From an optimization exercise on the open Yosys and OpenROAD flow, aimed at small area, a short achievable clock period and few clock cycles per item; shortcuts taken in it are not production practice. The RTL was checked by simulation tests, not by an equivalence proof against the original design. Power figures rest on the tool's default switching activity, not on a simulated workload.

## flow/flow/run.sh

```bash
#!/bin/bash
# Own flow: the standard layout (standard.sh) with these changes:
#  - synthesis is replaced by flow/netlist.v, the netlist that gen/ makes from
#    rtl/ (ORFS synthesis module by module, without full-adder extraction, with
#    the ABC scripts in gen/abc/); its registers are the standard synthesis's;
#  - the port buffers are the smallest buffer (buf_1);
#  - the one tie cell of the netlist drives all constant outputs
#    (SKIP_REPAIR_TIE_FANOUT).
# make's output goes to standard.log, each ORFS step's log to orfs/logs/.
set -euo pipefail
here=$(pwd)
bash standard.sh "SYNTH_NETLIST_FILES=$here/flow/netlist.v" \
  "BUFFER_PORTS_ARGS=-buffer_cell sky130_fd_sc_hd__buf_1" \
  SKIP_REPAIR_TIE_FANOUT=1 finish > standard.log 2>&1
```

## flow/flow/netlist.v

```verilog
/* Generated by Yosys 0.63+post (git sha1 UNKNOWN-dirty, g++ 11.4.0-1ubuntu1~22.04.3 -fPIC -O3) */

module main(rst_i, clk_i, a_in, b_in, busy_out, y_out);
  input rst_i;
  wire rst_i;
  input clk_i;
  wire clk_i;
  input [7:0] a_in;
  wire [7:0] a_in;
  input [7:0] b_in;
  wire [7:0] b_in;
  output busy_out;
  wire busy_out;
  output [15:0] y_out;
  wire [15:0] y_out;
  wire _000_;
  wire _001_;
  wire _002_;
  wire _003_;
  wire _004_;
  wire _005_;
  wire _006_;
  wire _007_;
  wire _008_;
  wire _009_;
  wire _010_;
  wire _011_;
  wire _012_;
  wire _013_;
  wire _014_;
  wire _015_;
  wire _016_;
  wire _017_;
  wire _018_;
  wire _019_;
  wire _020_;
  wire _021_;
  wire _022_;
  wire _023_;
  wire _024_;
  wire _025_;
  wire _026_;
  wire _027_;
  wire _028_;
  wire _029_;
  wire _030_;
  wire _031_;
  wire _032_;
  wire _033_;
  wire _034_;
  wire _035_;
  wire _036_;
  wire _037_;
  wire _038_;
  wire _039_;
  wire _040_;
  wire _041_;
  wire _042_;
  wire _043_;
  wire _044_;
  wire _045_;
  wire _046_;
  wire _047_;
  wire _048_;
  wire _049_;
  wire _050_;
  wire _051_;
  wire _052_;
  wire _053_;
  wire _054_;
  wire _055_;
  wire _056_;
  wire _057_;
  wire _058_;
  wire _059_;
  wire _060_;
  wire _061_;
  wire _062_;
  wire _063_;
  wire _064_;
  wire \addl.e ;
  wire \addl.g[0] ;
  wire \addl.g[1] ;
  wire \addl.g[2] ;
  wire e;
  wire \lo_d[0] ;
  wire \lo_d[1] ;
  wire \lo_d[2] ;
  wire \lo_d[3] ;
  wire \q[0] ;
  wire \q[1] ;
  wire \q[2] ;
  wire \q[3] ;
  wire \q[4] ;
  wire \q[5] ;
  wire \q_d[0] ;
  wire \q_d[1] ;
  wire \q_d[2] ;
  wire \q_d[3] ;
  wire \q_d[4] ;
  wire \q_d[5] ;
  sky130_fd_sc_hd__conb_1 _065_ (
    .LO(_000_)
  );
  sky130_fd_sc_hd__buf_4 _066_ (
    .A(_000_),
    .X(busy_out)
  );
  sky130_fd_sc_hd__buf_4 _067_ (
    .A(_000_),
    .X(y_out[10])
  );
  sky130_fd_sc_hd__buf_4 _068_ (
    .A(_000_),
    .X(y_out[11])
  );
  sky130_fd_sc_hd__buf_4 _069_ (
    .A(_000_),
    .X(y_out[12])
  );
  sky130_fd_sc_hd__buf_4 _070_ (
    .A(_000_),
    .X(y_out[13])
  );
  sky130_fd_sc_hd__buf_4 _071_ (
    .A(_000_),
    .X(y_out[14])
  );
  sky130_fd_sc_hd__buf_4 _072_ (
    .A(_000_),
    .X(y_out[15])
  );
  sky130_fd_sc_hd__nor2_1 _073_ (
    .A(a_in[1]),
    .B(a_in[0]),
    .Y(_001_)
  );
  sky130_fd_sc_hd__nand2_1 _074_ (
    .A(a_in[1]),
    .B(a_in[0]),
    .Y(_002_)
  );
  sky130_fd_sc_hd__inv_1 _075_ (
    .A(_002_),
    .Y(_003_)
  );
  sky130_fd_sc_hd__nor2_1 _076_ (
    .A(_001_),
    .B(_003_),
    .Y(_004_)
  );
  sky130_fd_sc_hd__nand2_1 _077_ (
    .A(_004_),
    .B(\addl.g[0] ),
    .Y(_005_)
  );
  sky130_fd_sc_hd__xnor2_1 _078_ (
    .A(a_in[2]),
    .B(a_in[1]),
    .Y(_006_)
  );
  sky130_fd_sc_hd__nand2_1 _079_ (
    .A(_006_),
    .B(_002_),
    .Y(_007_)
  );
  sky130_fd_sc_hd__inv_1 _080_ (
    .A(a_in[2]),
    .Y(_008_)
  );
  sky130_fd_sc_hd__nand2_1 _081_ (
    .A(_003_),
    .B(_008_),
    .Y(_009_)
  );
  sky130_fd_sc_hd__a21oi_1 _082_ (
    .A1(_007_),
    .A2(_009_),
    .B1(\addl.g[1] ),
    .Y(_010_)
  );
  sky130_fd_sc_hd__nand3_1 _083_ (
    .A(_007_),
    .B(\addl.g[1] ),
    .C(_009_),
    .Y(_011_)
  );
  sky130_fd_sc_hd__nor2b_1 _084_ (
    .A(_010_),
    .B_N(_011_),
    .Y(_012_)
  );
  sky130_fd_sc_hd__xnor2_1 _085_ (
    .A(_005_),
    .B(_012_),
    .Y(\lo_d[2] )
  );
  sky130_fd_sc_hd__o21ai_0 _086_ (
    .A1(_005_),
    .A2(_010_),
    .B1(_011_),
    .Y(_013_)
  );
  sky130_fd_sc_hd__inv_1 _087_ (
    .A(\addl.g[2] ),
    .Y(_014_)
  );
  sky130_fd_sc_hd__o21ai_0 _088_ (
    .A1(_008_),
    .A2(a_in[1]),
    .B1(_009_),
    .Y(_015_)
  );
  sky130_fd_sc_hd__xnor2_1 _089_ (
    .A(a_in[3]),
    .B(_015_),
    .Y(_016_)
  );
  sky130_fd_sc_hd__or2_2 _090_ (
    .A(_014_),
    .B(_016_),
    .X(_017_)
  );
  sky130_fd_sc_hd__nand2_1 _091_ (
    .A(_016_),
    .B(_014_),
    .Y(_018_)
  );
  sky130_fd_sc_hd__nand2_1 _092_ (
    .A(_017_),
    .B(_018_),
    .Y(_019_)
  );
  sky130_fd_sc_hd__xnor2_1 _093_ (
    .A(_013_),
    .B(_019_),
    .Y(\lo_d[3] )
  );
  sky130_fd_sc_hd__xor2_1 _094_ (
    .A(\addl.g[0] ),
    .B(_004_),
    .X(\lo_d[1] )
  );
  sky130_fd_sc_hd__nand3_1 _095_ (
    .A(_017_),
    .B(_013_),
    .C(_018_),
    .Y(_020_)
  );
  sky130_fd_sc_hd__nand2_1 _096_ (
    .A(_020_),
    .B(_017_),
    .Y(\addl.e )
  );
  sky130_fd_sc_hd__buf_4 _097_ (
    .A(a_in[0]),
    .X(\lo_d[0] )
  );
  sky130_fd_sc_hd__nor2_1 _098_ (
    .A(b_in[0]),
    .B(b_in[1]),
    .Y(_021_)
  );
  sky130_fd_sc_hd__nor2_1 _099_ (
    .A(b_in[2]),
    .B(b_in[5]),
    .Y(_022_)
  );
  sky130_fd_sc_hd__nand4_1 _100_ (
    .A(b_in[2]),
    .B(b_in[3]),
    .C(b_in[5]),
    .D(b_in[4]),
    .Y(_023_)
  );
  sky130_fd_sc_hd__o21ai_0 _101_ (
    .A1(_021_),
    .A2(_023_),
    .B1(b_in[6]),
    .Y(_024_)
  );
  sky130_fd_sc_hd__nand2_1 _102_ (
    .A(b_in[0]),
    .B(b_in[1]),
    .Y(_025_)
  );
  sky130_fd_sc_hd__o211ai_1 _103_ (
    .A1(b_in[4]),
    .A2(_021_),
    .B1(_025_),
    .C1(_022_),
    .Y(_026_)
  );
  sky130_fd_sc_hd__a21oi_1 _104_ (
    .A1(b_in[3]),
    .A2(b_in[4]),
    .B1(b_in[5]),
    .Y(_027_)
  );
  sky130_fd_sc_hd__o21ai_0 _105_ (
    .A1(b_in[3]),
    .A2(b_in[4]),
    .B1(_027_),
    .Y(_028_)
  );
  sky130_fd_sc_hd__a31oi_1 _106_ (
    .A1(_026_),
    .A2(_024_),
    .A3(_028_),
    .B1(b_in[7]),
    .Y(_029_)
  );
  sky130_fd_sc_hd__or2_2 _107_ (
    .A(b_in[6]),
    .B(b_in[7]),
    .X(\addl.g[2] )
  );
  sky130_fd_sc_hd__nand2_1 _108_ (
    .A(b_in[6]),
    .B(b_in[7]),
    .Y(_030_)
  );
  sky130_fd_sc_hd__o21bai_1 _109_ (
    .A1(b_in[3]),
    .A2(b_in[4]),
    .B1_N(b_in[6]),
    .Y(_031_)
  );
  sky130_fd_sc_hd__a22oi_1 _110_ (
    .A1(_031_),
    .A2(_027_),
    .B1(\addl.g[2] ),
    .B2(_030_),
    .Y(\addl.g[1] )
  );
  sky130_fd_sc_hd__a31oi_1 _111_ (
    .A1(_021_),
    .A2(_022_),
    .A3(\addl.g[1] ),
    .B1(_029_),
    .Y(\addl.g[0] )
  );
  sky130_fd_sc_hd__clkinv_1 _112_ (
    .A(a_in[7]),
    .Y(_032_)
  );
  sky130_fd_sc_hd__clkinv_1 _113_ (
    .A(a_in[6]),
    .Y(_033_)
  );
  sky130_fd_sc_hd__clkinv_1 _114_ (
    .A(a_in[4]),
    .Y(_034_)
  );
  sky130_fd_sc_hd__clkinv_1 _115_ (
    .A(a_in[3]),
    .Y(_035_)
  );
  sky130_fd_sc_hd__a21oi_1 _116_ (
    .A1(a_in[1]),
    .A2(a_in[0]),
    .B1(a_in[2]),
    .Y(_036_)
  );
  sky130_fd_sc_hd__o21ai_0 _117_ (
    .A1(_035_),
    .A2(_036_),
    .B1(_034_),
    .Y(_037_)
  );
  sky130_fd_sc_hd__nand2_1 _118_ (
    .A(_037_),
    .B(a_in[5]),
    .Y(_038_)
  );
  sky130_fd_sc_hd__nand2_1 _119_ (
    .A(_038_),
    .B(_033_),
    .Y(_039_)
  );
  sky130_fd_sc_hd__clkinv_1 _120_ (
    .A(_039_),
    .Y(_040_)
  );
  sky130_fd_sc_hd__nor2_1 _121_ (
    .A(_032_),
    .B(_040_),
    .Y(\q_d[5] )
  );
  sky130_fd_sc_hd__clkinv_1 _122_ (
    .A(a_in[5]),
    .Y(_041_)
  );
  sky130_fd_sc_hd__nand2_1 _123_ (
    .A(a_in[2]),
    .B(a_in[1]),
    .Y(_042_)
  );
  sky130_fd_sc_hd__nand2_1 _124_ (
    .A(_035_),
    .B(_042_),
    .Y(_043_)
  );
  sky130_fd_sc_hd__nand2_1 _125_ (
    .A(_043_),
    .B(a_in[4]),
    .Y(_044_)
  );
  sky130_fd_sc_hd__nand2_1 _126_ (
    .A(_044_),
    .B(_041_),
    .Y(_045_)
  );
  sky130_fd_sc_hd__a21oi_1 _127_ (
    .A1(_045_),
    .A2(a_in[6]),
    .B1(a_in[7]),
    .Y(_046_)
  );
  sky130_fd_sc_hd__nor2_1 _128_ (
    .A(_046_),
    .B(\q_d[5] ),
    .Y(\q_d[4] )
  );
  sky130_fd_sc_hd__a21oi_1 _129_ (
    .A1(_045_),
    .A2(a_in[6]),
    .B1(_040_),
    .Y(_047_)
  );
  sky130_fd_sc_hd__xor2_1 _130_ (
    .A(a_in[7]),
    .B(_047_),
    .X(\q_d[3] )
  );
  sky130_fd_sc_hd__nand2_1 _131_ (
    .A(_038_),
    .B(_045_),
    .Y(_048_)
  );
  sky130_fd_sc_hd__xor2_1 _132_ (
    .A(_033_),
    .B(_048_),
    .X(\q_d[2] )
  );
  sky130_fd_sc_hd__nand2_1 _133_ (
    .A(_037_),
    .B(_044_),
    .Y(_049_)
  );
  sky130_fd_sc_hd__xor2_1 _134_ (
    .A(_041_),
    .B(_049_),
    .X(\q_d[1] )
  );
  sky130_fd_sc_hd__o21ai_0 _135_ (
    .A1(_035_),
    .A2(_036_),
    .B1(_043_),
    .Y(_050_)
  );
  sky130_fd_sc_hd__xor2_1 _136_ (
    .A(_034_),
    .B(_050_),
    .X(\q_d[0] )
  );
  sky130_fd_sc_hd__clkinv_1 _137_ (
    .A(\q[5] ),
    .Y(_051_)
  );
  sky130_fd_sc_hd__and2_2 _138_ (
    .A(\q[4] ),
    .B(\q[3] ),
    .X(_052_)
  );
  sky130_fd_sc_hd__nand4_1 _139_ (
    .A(\q[0] ),
    .B(e),
    .C(\q[2] ),
    .D(\q[1] ),
    .Y(_053_)
  );
  sky130_fd_sc_hd__nand3b_1 _140_ (
    .A_N(_053_),
    .B(_051_),
    .C(_052_),
    .Y(_054_)
  );
  sky130_fd_sc_hd__nand2_1 _141_ (
    .A(\q[4] ),
    .B(\q[3] ),
    .Y(_055_)
  );
  sky130_fd_sc_hd__o21ai_0 _142_ (
    .A1(_055_),
    .A2(_053_),
    .B1(\q[5] ),
    .Y(_056_)
  );
  sky130_fd_sc_hd__nand2_1 _143_ (
    .A(_054_),
    .B(_056_),
    .Y(y_out[9])
  );
  sky130_fd_sc_hd__clkinv_1 _144_ (
    .A(\q[4] ),
    .Y(_057_)
  );
  sky130_fd_sc_hd__nand3b_1 _145_ (
    .A_N(_053_),
    .B(_057_),
    .C(\q[3] ),
    .Y(_058_)
  );
  sky130_fd_sc_hd__nand3_1 _146_ (
    .A(\q[0] ),
    .B(e),
    .C(\q[1] ),
    .Y(_059_)
  );
  sky130_fd_sc_hd__nand2_1 _147_ (
    .A(\q[3] ),
    .B(\q[2] ),
    .Y(_060_)
  );
  sky130_fd_sc_hd__o21ai_0 _148_ (
    .A1(_060_),
    .A2(_059_),
    .B1(\q[4] ),
    .Y(_061_)
  );
  sky130_fd_sc_hd__nand2_1 _149_ (
    .A(_058_),
    .B(_061_),
    .Y(y_out[8])
  );
  sky130_fd_sc_hd__clkinv_1 _150_ (
    .A(\q[3] ),
    .Y(_062_)
  );
  sky130_fd_sc_hd__nand2_1 _151_ (
    .A(_053_),
    .B(_062_),
    .Y(_063_)
  );
  sky130_fd_sc_hd__o21a_1 _152_ (
    .A1(_059_),
    .A2(_060_),
    .B1(_063_),
    .X(y_out[7])
  );
  sky130_fd_sc_hd__xnor2_1 _153_ (
    .A(\q[2] ),
    .B(_059_),
    .Y(y_out[6])
  );
  sky130_fd_sc_hd__nand2_1 _154_ (
    .A(\q[0] ),
    .B(e),
    .Y(_064_)
  );
  sky130_fd_sc_hd__xnor2_1 _155_ (
    .A(\q[1] ),
    .B(_064_),
    .Y(y_out[5])
  );
  sky130_fd_sc_hd__xor2_1 _156_ (
    .A(\q[0] ),
    .B(e),
    .X(y_out[4])
  );
  sky130_fd_sc_hd__edfxtp_1 \e$_DFFE_PP_  (
    .CLK(clk_i),
    .D(\addl.e ),
    .DE(rst_i),
    .Q(e)
  );
  sky130_fd_sc_hd__edfxtp_1 \lo[0]$_DFFE_PP_  (
    .CLK(clk_i),
    .D(\lo_d[0] ),
    .DE(rst_i),
    .Q(y_out[0])
  );
  sky130_fd_sc_hd__edfxtp_1 \lo[1]$_DFFE_PP_  (
    .CLK(clk_i),
    .D(\lo_d[1] ),
    .DE(rst_i),
    .Q(y_out[1])
  );
  sky130_fd_sc_hd__edfxtp_1 \lo[2]$_DFFE_PP_  (
    .CLK(clk_i),
    .D(\lo_d[2] ),
    .DE(rst_i),
    .Q(y_out[2])
  );
  sky130_fd_sc_hd__edfxtp_1 \lo[3]$_DFFE_PP_  (
    .CLK(clk_i),
    .D(\lo_d[3] ),
    .DE(rst_i),
    .Q(y_out[3])
  );
  sky130_fd_sc_hd__edfxtp_1 \q[0]$_DFFE_PP_  (
    .CLK(clk_i),
    .D(\q_d[0] ),
    .DE(rst_i),
    .Q(\q[0] )
  );
  sky130_fd_sc_hd__edfxtp_1 \q[1]$_DFFE_PP_  (
    .CLK(clk_i),
    .D(\q_d[1] ),
    .DE(rst_i),
    .Q(\q[1] )
  );
  sky130_fd_sc_hd__edfxtp_1 \q[2]$_DFFE_PP_  (
    .CLK(clk_i),
    .D(\q_d[2] ),
    .DE(rst_i),
    .Q(\q[2] )
  );
  sky130_fd_sc_hd__edfxtp_1 \q[3]$_DFFE_PP_  (
    .CLK(clk_i),
    .D(\q_d[3] ),
    .DE(rst_i),
    .Q(\q[3] )
  );
  sky130_fd_sc_hd__edfxtp_1 \q[4]$_DFFE_PP_  (
    .CLK(clk_i),
    .D(\q_d[4] ),
    .DE(rst_i),
    .Q(\q[4] )
  );
  sky130_fd_sc_hd__edfxtp_1 \q[5]$_DFFE_PP_  (
    .CLK(clk_i),
    .D(\q_d[5] ),
    .DE(rst_i),
    .Q(\q[5] )
  );
endmodule
```

## flow/standard.sh

```bash
#!/bin/bash
# synth_recipe.tcl (not shown) runs the flow's synth.tcl, then flattens the netlist and writes it again
# the make line also repeats each setting of config.mk as NAME=value (left out here)
make -C /OpenROAD-flow-scripts/flow DESIGN_CONFIG=/design/flow/config.mk WORK_HOME=/design/flow/orfs CLKGATE_MAP_FILE= SYNTH_SCRIPT=/design/flow/synth_recipe.tcl "${@:-finish}"
```

## flow/config.mk

```make
export PLATFORM = sky130hd
export DESIGN_NAME = main
export DESIGN_NICKNAME = main
export VERILOG_FILES = /design/flow/design.v
export SDC_FILE = /design/flow/constraint.sdc
export NUM_CORES = 4
export LEC_CHECK = 0
export CAP_MARGIN = 20
export CORE_AREA = 2.5 2.5 59.5 59.5
export DIE_AREA = 0 0 62 62
export SETUP_SLACK_MARGIN = 2.75
export SLEW_MARGIN = 20
```

## flow/constraint.sdc

```tcl
create_clock -name core_clock -period 5.0 [get_ports {clk_i}]
set_input_delay 1.0000 -clock core_clock [delete_from_list [all_inputs] [get_ports {clk_i}]]
set_output_delay 1.0000 -clock core_clock [all_outputs]
set_load 0.01 [all_outputs]
```

## flow/design.v

```verilog
`timescale 1ns / 1ps
module add_lo (
	input [3 : 0] a,
	input [7 : 0] b,
	output [3 : 0] lo,
	output e
);
    wire [2 : 0] g;
    cbrt cbrt1(.b(b), .g(g));
    wire [5 : 0] t = {2'b00, a} + {1'b0, a, 1'b0};
    assign {e, lo} = {1'b0, t[3 : 0]} + {1'b0, g, 1'b0};
endmodule
module times3_hi (
	input [7 : 0] a,
	output [5 : 0] q
);
    wire [9 : 0] t = {2'b00, a} + {1'b0, a, 1'b0};
    assign q = t[9 : 4];
endmodule
module inc6 (
	input [5 : 0] q,
	input e,
	output [5 : 0] y
);
    assign y = q + {5'd0, e};
endmodule
`timescale 1ns / 1ps
module cbrt (
	input [7 : 0] b,
	output [2 : 0] g
);
    assign g = (b >= 8'd217) ? 3'd7 :
               (b >= 8'd216) ? 3'd6 :
               (b >= 8'd125) ? 3'd5 :
               (b >= 8'd64)  ? 3'd4 :
               (b >= 8'd27)  ? 3'd3 :
               (b >= 8'd8)   ? 3'd2 :
               (b != 8'd0)   ? 3'd1 : 3'd0;
endmodule
`timescale 1ns / 1ps
module main(
	input rst_i,
	input clk_i,
	input [7 : 0] a_in,
	input [7 : 0] b_in,
	output busy_out,
	output [15 : 0] y_out
);
    wire [3:0] lo_d;
    wire e_d;
    add_lo addl(.a(a_in[3:0]), .b(b_in), .lo(lo_d), .e(e_d));
    wire [5:0] q_d;
    times3_hi hi(.a(a_in), .q(q_d));
    reg [5:0] q;
    reg e;
    reg [3:0] lo;
    always @(posedge clk_i)
        if (rst_i) begin
            q <= q_d;
            e <= e_d;
            lo <= lo_d;
        end
    wire [5:0] y_hi;
    inc6 inc(.q(q), .e(e), .y(y_hi));
    assign busy_out = 1'b0;
    assign y_out = {6'd0, y_hi, lo};
endmodule
```

==> summary.md, run 1 <==
| Metric | Value |
|---|---|
| Setup violations, final | `0` |
| Die width | `62 um` |
| First-pass GRT wire length | `2380 um` |
| Die ar. | `3840 sq um` |
| DRC violations left | `0` |
| Seq. cell area | `330 sq um` |
| Clock transition at path regs | `0.06 ns` |
| Hold path depth | `1` |
| PortBufs | `27` |
| Initial Utilization | `0.270` |
| CP max stage delay | `0.38 ns` |
| Crit share post-route | `0.440` |
| Minimum clock period | `2.20 ns` |
| Core region area | `3080 sq um` |
| CTS Sinks | `11` |
| Final Slew Violations | `0` |
| DPL Wire Length | `1230 um` |
| Setup TNS Final | `0 ns` |
| Slowest CP cell | `edfxtp_1` |
| Crit-path cells | `nand4_1 -> nand3b_1 -> nand2_1 -> buf_2` |
| TritonRoute pass-1 iters | `5` |
| CP required | `4.00 ns` |
| Final ANT Viol Nets | `0` |
| Total track usage | `0.0830` |
| Clk root buf | `clkbuf_4` |
| GP Congestion | `0.751` |
| Max VDD drop | `0.0566 mV` |
| Cell area after synthesis | `830 sq um` |
| P per Cell Area | `264 nW/um^2` |
| Area occupied by multi-input gates | `407 sq um` |
| Cells after Synth | `103` |
| Worst Path Buf+Inv | `1` |
| Routed vias | `724` |
| Htree depth | `1` |
| Detailed Route WL | `1430 um` |
| Hold Crit Start | `a_in[0]` |
| Worst Path Max Fanout | `4` |
| Row count | `20` |
| Fillers | `349` |
| Largest net degree at the start of global routing | `12` |
| Worst hold path type | `in -> reg` |
| Max Root-Sink Buffers | `2` |
| Worst-margin pin slew | `0.542 ns` |
| Cts hold-fix bufs | `0` |
| Hold Violations, Final | `0` |
| Vias in the first global route | `637` |
| Layout cells sized above 1 | `0.124` |
| Area growth syn-to-layout | `19.6%` |
| Number of inserted diodes | `0` |
| Io pins | `35` |
| CP delay by family, top | `simple AND/OR/NAND/NOR gates` |
| CP Launch Type | `register` |
| Vias per cell | `4.18` |
| Hold EP | `lo[0]$_DFFE_PP_` |
| Crit Path Class | `reg -> out` |
| Crit path capture type | `output pin` |
| Slew HR | `0.639` |
| Critical path arrival | `1.20 ns` |
| CTS tree | `built` |
| 1st-iter DRT viols | `18` |
| Nets | `148` |
| Outcome | `no timing/DRC/antenna violations` |
| Synth Net Count | `121` |
| Overall die height | `62 um` |
| Number of max-cap violations | `0` |
| CTS Buf Count | `3` |
| Wire length per cell | `8.27 um` |
| Mean Syn Cell Area | `8.05 sq um` |
| Hold WS | `1.06 ns` |
| Antenna violations before repair | `0` |
| Grt total ovfl | `0` |
| Max Freq | `455 MHz` |
| Ys Warns | `0` |
| Leak Pwr | `0.383 nW` |
| RSZ-0062 raised after global routing | `yes` |
placed cells by master (no fill, tap or decap), drive strengths merged:
| cell | instances |
|---|---|
| a21oi | 5 |
| a22oi | 1 |
| a31oi | 2 |
| and2 | 1 |
| buf | 29 |
| clkbuf | 5 |
| clkinv | 9 |
| conb | 1 |
| edfxtp | 11 |
| inv | 3 |
| nand2 | 23 |
| nand3 | 3 |
| nand3b | 2 |
| nand4 | 2 |
| nor2 | 6 |
| nor2b | 1 |
| o211ai | 1 |
| o21a | 1 |
| o21ai | 8 |
| o21bai | 1 |
| or2 | 2 |
| xnor2 | 6 |
| xor2 | 6 |
layer usage:
layer | global-route usage | vias to the layer above | wire length, um
li1 | - | 385 | -
met1 | 0.102 | 312 | 632
met2 | 0.134 | 27 | 675
met3 | 0.0124 | 0 | 122
met4 | 0.0547 | 0 | 0
met5 | 0 | - | 0
worst max-delay path by stage:
stage	to	cells past startpoint	slack (ns)	startpoint
after floorplan	lo[3]$_DFFE_PP_	6	2.77	b_in[4]
after global placement	lo[3]$_DFFE_PP_	8	2.55	b_in[4]
after detailed placement	lo[3]$_DFFE_PP_	8	2.46	b_in[4]
after CTS	y_out[8]	4	2.75	q[1]$_DFFE_PP_
after global routing	y_out[8]	4	2.67	q[0]$_DFFE_PP_
final	y_out[8]	4	2.80	e$_DFFE_PP_
where the power goes:
| group | internal (mW) | total (mW) | switching, mW |
|---|---|---|---|
| Combinational | 0.0350 | 0.0829 | 0.0479 |
| Clock | 0.0307 | 0.0550 | 0.0243 |
| Sequential | 0.118 | 0.124 | 0.00656 |
| Total | 0.183 | 0.262 | 0.0787 |
stage by stage:
step            util  instances  worst slack [ns]  area, sq um  power, mW
4_1_cts        0.316        172              2.75          972      0.262
3_3_place_gp   0.302        166              2.55          931      0.200
5_1_grt        0.322        173              2.67          992      0.284
2_1_floorplan      -        103              2.77          835      0.181
6_report       0.322        173              2.80          992      0.262
3_5_place_dp   0.302        166              2.46          931      0.203
cell type report:
class | count | share of cell area
multi-input cells | 72 | 0.410
flip-flops and latches | 11 | 0.333
repair buffers | 30 | 0.130
well taps | 44 | 0.0555
inverters | 12 | 0.0454
clock buffers | 4 | 0.0265
timing repair:
item                       CTS  global route
pin swaps                    1             2
setup buffers                2             1
setup endpoints to repair    3             5
resized for setup            1            10
cloned                       0             0
flip-flops by register name (all words and copies together), names as in the netlist:
name and cells:
q 6, e 1, lo 4
Testbench counts, summed over its fixed seeds: cycles 2,400, items 2,400.
==> run 2: changes to the inputs <==
--- a/flow/config.mk
+++ b/flow/config.mk
@@ -10,3 +10,3 @@
 export DIE_AREA = 0 0 62 62
-export SETUP_SLACK_MARGIN = 2.75
+export SETUP_SLACK_MARGIN = 2.9
 export SLEW_MARGIN = 20
==> run 2 against run 1 <==
Total power increased by 5.6%. Still clean on timing, DRC and antenna. Setup slack got worse by 0.019 ns. Largest power group unchanged. Sequential cell count unchanged.
==> summary.md, run 2 <==
| Metric | Value |
|---|---|
| Largest regs | `q (6), lo (4), e (1)` |
| Max VDD drop | `0.0616 mV (+8.9%)` |
| Max Freq | `451 MHz (-0.84%)` |
| Outcome | `no timing/DRC/antenna violations` |
| Commonest non-fill, non-tap cells in the layout | `nand2_1 (22), buf_1 (14), edfxtp_1 (11), clkinv_1 (9)` |
| Total track usage | `0.0894 (+0.00634)` |
| Grt met1 use | `0.0957 (-0.00664)` |
| Mean Syn Cell Area | `8.05 sq um (unchanged)` |
| Core region area | `3080 sq um (unchanged)` |
| Row count | `20 (unchanged)` |
| TritonRoute pass-1 iters | `4 (-1)` |
| Crit path capture type | `output pin` |
| Wire length per cell | `8.64 um (+4.5%)` |
| Worst hold path type | `in -> reg` |
| Max reg flops | `6 (unchanged)` |
| Slew HR | `0.658 (+0.0187)` |
| Worst Path Max Fanout | `4 (unchanged)` |
| GRT busiest layer | `met2` |
| Detailed Route WL | `1530 um (+6.9%)` |
| Htree depth | `1 (unchanged)` |
| Overall die height | `62 um (unchanged)` |
| Critical path arrival | `1.22 ns (+0.02 ns)` |
| CTS tree | `built` |
| DPL Wire Length | `1230 um (about the same)` |
| Cell area after synthesis | `830 sq um (unchanged)` |
| Post-DP Area | `941 sq um (+1.1%)` |
| Layout cells sized above 1 | `0.233 (+0.109)` |
| Antenna violations before repair | `0 (unchanged)` |
| Setup TNS Final | `0 ns (unchanged)` |
| Clk root buf | `clkbuf_4` |
| CP required | `4.00 ns (about the same)` |
| RSZ-0062 raised after global routing | `yes` |
| DRC violations left | `0 (unchanged)` |
| Top reg by flops | `q` |
| Final Instance Area | `1070 sq um (+7.6%)` |
| Setup violations, final | `0 (unchanged)` |
| First-pass GRT wire length | `2490 um (+4.6%)` |
| Final Slew Violations | `0 (unchanged)` |
| Area growth syn-to-layout | `28.7%` |
| PortBufs | `27 (unchanged)` |
| Vias per cell | `4.28 (+2.2%)` |
| Number of max-cap violations | `0 (unchanged)` |
| Global-route met3 utilization | `0.0207 (+0.00828)` |
| Worst setup path end | `y_out[4]` |
| Ys Warns | `0 (unchanged)` |
| Routed vias | `757 (+4.6%)` |
| Crit path from | `e$_DFFE_PP_` |
| Final ANT Viol Nets | `0 (unchanged)` |
| Grt met2 use | `0.147 (+0.0134)` |
| Grt total ovfl | `0 (unchanged)` |
| Minimum clock period | `2.22 ns (+0.0187 ns)` |
| Synth Net Count | `121 (unchanged)` |
| Most common cell after layout, fill and taps aside | `nand2_1` |
| Io pins | `35 (unchanged)` |
| Nets | `152 (+2.7%)` |
| Number of inserted diodes | `0 (unchanged)` |
| CP Launch Type | `register` |
| CTS Sinks | `11 (unchanged)` |
| Crit Path Class | `reg -> out` |
| Initial Utilization | `0.270 (unchanged)` |
| Vias in the first global route | `665 (+4.4%)` |
| Die width | `62 um (unchanged)` |
| Die ar. | `3840 sq um (unchanged)` |
| GP Congestion | `0.695 (-7.4%)` |
| Cells after Synth | `103 (unchanged)` |
| 1st-iter DRT viols | `20 (+2)` |
| Worst-margin pin slew | `0.514 ns (-0.0281 ns)` |
| Max Root-Sink Buffers | `2 (unchanged)` |
| Clock transition at path regs | `0.06 ns (about the same)` |
| Hold Violations, Final | `0 (unchanged)` |
| Leak Pwr | `0.436 nW (+14%)` |
| P per Cell Area | `259 nW/um^2 (-1.8%)` |
| Largest net degree at the start of global routing | `12 (unchanged)` |
| CTS Buf Count | `3 (unchanged)` |
| Cts hold-fix bufs | `0 (unchanged)` |
| Crit share post-route | `0.444 (+0.00374)` |
## run 2: cell types whose count changed in the layout (fill, tap and decap cells not counted), moves of 2 or more
cell      change
buf_1         -9
buf_2         +3
buf_4         +3
clkbuf_2      +3
buf_6         +2
clkbuf_4      +2
o21ai_0       -2
o21ai_1       +2
or2_2         -2
or2_4         +2
## run 2: cell type report
cell class,count,area (sq um)
clock buffer,4,26.3
inverter,12,45.0
fill,321,2010
sequential,11,330
multi-input combinational,72,425
timing repair buffer,34,185
tap,44,55.1
## run 2: where the power goes
part,leakage [nW],switching (mW),internal (mW)
Clock,0.0150,0.0256,0.0308
Combinational,0.313,0.0512,0.0452
Sequential,0.108,0.00657,0.117
Total,0.436,0.0833,0.193
## run 2: worst min-delay path by stage
| stage | end | start | depth (start not counted) |
|---|---|---|---|
| after floorplan | e$_DFFE_PP_ | rst_i | 0 |
| after global placement | lo[0]$_DFFE_PP_ | a_in[0] | 1 |
| after detailed placement | lo[0]$_DFFE_PP_ | a_in[0] | 1 |
| after CTS | lo[0]$_DFFE_PP_ | a_in[0] | 1 |
| after global routing | lo[0]$_DFFE_PP_ | a_in[0] | 1 |
| final | lo[0]$_DFFE_PP_ | a_in[0] | 1 |
## run 2: per-stage QoR
step	worst slack, ns	std cells	power [mW]	utilization	hold WS (ns)
2_1_floorplan	2.90	103	0.183	-	1.11
3_3_place_gp	2.67	166	0.202	0.306	1.32
3_5_place_dp	2.60	166	0.205	0.306	1.30
4_1_cts	2.80	175	0.269	0.330	1.03
5_1_grt	2.68	177	0.299	0.347	0.976
6_report	2.78	177	0.277	0.347	0.980
## run 2: worst max-delay path: stages, from the launching register on
cell and delay [ns]:
edfxtp_1 0.42, buf_4 0.16, buf_6 0.10, xor2_1 0.14
buf_2 0.13
## run 2: what timing repair did
item                       CTS  global route
setup endpoints to repair    6             8
resized for setup            8            19
buffers inserted             5             2
pin swaps                    2             8
## run 2: layer usage
metal	wire [um]	part of all wire	vias to the layer above
met3	140	0.092	2
met1	604	0.39	337
li1	-	-	393
met2	772	0.50	25
met5	0	0	-
met4	13	0.0085	0
==> run 3: changes to the inputs <==
--- a/flow/config.mk
+++ b/flow/config.mk
@@ -10,3 +10,2 @@
 export DIE_AREA = 0 0 62 62
-export SETUP_SLACK_MARGIN = 2.9
 export SLEW_MARGIN = 20
==> run 3 against run 2 <==
Final cell count decreased by 4.0%. Die area is the same. Clock power is 2% higher. Maximum frequency fell by 4.4%. Setup slack worse by 0.10 ns. Critical path depth increased by 4. Area after synthesis unchanged. Synthesized cell count unchanged. Non-clock buffer count decreased by 7. Combinational power decreased by 23%. Sequential power about the same. Total power shrank 7.1%. Critical path type is now in -> reg.
==> summary.md, run 3 <==
| Metric | Value |
|---|---|
| Vias per cell | `4.10 (-4.1%)` |
| Cell area after synthesis | `830 sq um (unchanged)` |
| Io pins | `35 (unchanged)` |
| Die width | `62 um (unchanged)` |
| Crit path capture type | `register` |
| Final ANT Viol Nets | `0 (unchanged)` |
| Setup violations, final | `0 (unchanged)` |
| Max reg flops | `6 (unchanged)` |
| Wire length per cell | `8.45 um (-2.2%)` |
| Routed vias | `697 (-7.9%)` |
| Cells after Synth | `103 (unchanged)` |
| Hold Violations, Final | `0 (unchanged)` |
| Max Root-Sink Buffers | `2 (unchanged)` |
| 1st-iter DRT viols | `21 (+5.0%)` |
| Buffer count from post-CTS setup fixing | `0 (-5)` |
| Detailed Route WL | `1440 um (-6.1%)` |
| Number of inserted diodes | `0 (unchanged)` |
| Critical path arrival | `2.33 ns (+1.11 ns)` |
| Top reg by flops | `q` |
| CTS tree | `built` |
| CP Launch Type | `primary input` |
| Place WS | `2.39 ns (-0.208 ns)` |
| Htree depth | `1 (unchanged)` |
| Slew HR | `0.656 (-0.00168)` |
| Worst hold path type | `in -> reg` |
| Area growth syn-to-layout | `14.8%` |
| Setup TNS Final | `0 ns (unchanged)` |
| Minimum clock period | `2.32 ns (+0.101 ns)` |
| Most common cell after layout, fill and taps aside | `buf_1` |
| TritonRoute pass-1 iters | `4 (unchanged)` |
| Ys Warns | `0 (unchanged)` |
| Setup ws final | `2.68 ns (-0.101 ns)` |
| Grt total ovfl | `0 (unchanged)` |
| PortBufs | `27 (unchanged)` |
| Clock transition at path regs | `0.06 ns (about the same)` |
| Final Slew Violations | `0 (unchanged)` |
| DPL Wire Length | `1250 um (+1.5%)` |
| Max VDD drop | `0.0535 mV (-13%)` |
| Mean Syn Cell Area | `8.05 sq um (unchanged)` |
| Vias in the first global route | `590 (-11%)` |
| Number of max-cap violations | `0 (unchanged)` |
| Worst Path Max Fanout | `5 (+1)` |
| CP required | `5.01 ns (+1.01 ns)` |
| Total track usage | `0.0823 (-0.00710)` |
| Die ar. | `3840 sq um (unchanged)` |
| Final core occ | `0.309 (-0.0374)` |
| # resized after CTS | `0 (-8)` |
| Commonest non-fill, non-tap cells in the layout | `buf_1 (27), nand2_1 (23), edfxtp_1 (11), clkinv_1 (9), o21ai_0 (8)` |
| Nets | `145 (-4.6%)` |
| CTS Sinks | `11 (unchanged)` |
| CTS Buf Count | `3 (unchanged)` |
| Row count | `20 (unchanged)` |
| Final Total Pwr | `0.257 mW (-7.1%)` |
| Crit share post-route | `0.464 (+0.0202)` |
| Layout cells sized above 1 | `0.0476 (-0.185)` |
| Largest regs | `q (6), lo (4), e (1)` |
| Hold WS | `1.05 ns (+0.0666 ns)` |
| Max Freq | `431 MHz (-4.4%)` |
| Antenna violations before repair | `0 (unchanged)` |
| Outcome | `no timing/DRC/antenna violations` |
| Largest net degree at the start of global routing | `12 (unchanged)` |
| Synth Net Count | `121 (unchanged)` |
| Initial Utilization | `0.270 (unchanged)` |
| Leak Pwr | `0.355 nW (-18%)` |
| Clk root buf | `clkbuf_4` |
| Overall die height | `62 um (unchanged)` |
| DRC violations left | `0 (unchanged)` |
| Crit Path Class | `in -> reg` |
| GP Congestion | `0.791 (+14%)` |
| P per Cell Area | `270 nW/um^2 (+4.2%)` |
| RSZ-0062 raised after global routing | `no` |
| Cts hold-fix bufs | `0 (unchanged)` |
| First-pass GRT wire length | `2300 um (-7.5%)` |
| Core region area | `3080 sq um (unchanged)` |
| Worst-margin pin slew | `0.516 ns (+0.00252 ns)` |
run 3: cell count changes in the layout (fill, tap and decap cells not counted), sizes merged:
cell	before	now
clkbuf	10	4
buf	28	27
run 3: cell type report:
type	count	area, sq um
fillers	350	2130
clock buffers	4	26.3
inverters	12	45.0
flip-flops and latches	11	330
repair buffers	27	101
well taps	44	55.1
multi-input cells	72	394
run 3: path summary, 6_finish.rpt:
| check | startpoint | endpoint | slack, ns | cells after the start |
|---|---|---|---|---|
| setup / recovery | b_in[4] | lo[3]$_DFFE_PP_ | 2.68 | 8 |
| hold / removal | a_in[0] | lo[0]$_DFFE_PP_ | 1.05 | 1 |
run 3: layer usage:
metal  track usage  wire length, um  up-vias
li1              -                -      379
met1         0.100              655      285
met2         0.128              642       30
met3        0.0207              107        3
met4        0.0547               32        0
met5             0                0        -
run 3: worst max-delay path: stages:
cell	delay, ns
buf_1	0.17
nand4_1	0.12
o21ai_0	0.17
a31oi_1	0.10
a31oi_1	0.23
nand2_1	0.12
o21ai_0	0.28
xnor2_1	0.12
run 3: metrics by stage:
| stage | instance area (sq um) | instances |
|---|---|---|
| floorplan | 830 | 103 |
| global placement | 926 | 166 |
| detailed placement | 926 | 166 |
| CTS | 952 | 170 |
| global route | 952 | 170 |
| finish | 952 | 170 |
run 3: power breakdown:
group          switching [mW]  total (mW)  leakage, nW  internal (mW)
Combinational          0.0445      0.0741        0.233         0.0296
Sequential            0.00787       0.125        0.108          0.118
Clock                  0.0268      0.0576       0.0150         0.0308
Total                  0.0792       0.257        0.355          0.178

-- separate check: timing with driven ports --
In the flow no input, the clock included, has a driving cell. The finished layouts below were timed again as built, in two steps. Step 1, drivers: a clkbuf_16 drives clk_i and a buf_2 each remaining input, both assumed. Step 2, shift: input delay + t, output delay - t, t = (earliest + latest rising clock arrival at the registers) / 2. This alone moves slack from input paths to output paths. a / b / c = ideal / step 1 / step 2; a / b = the first two.
run	shift t [ns]	setup WS [ns]	clock arrival spread, ns
run 1	0.273	2.801 / 2.782 / 2.609	0.006 / 0.007
run 2	0.277	2.782 / 2.765 / 2.686	0.001 / 0.001
run 3	0.281	2.681 / 2.672 / 2.391	0.004 / 0.004
After both steps setup and hold are still met in every run listed. For run 3, which loses most, drivers alone change the setup slack by -0.009 ns; drivers and shift together by -0.290 ns.
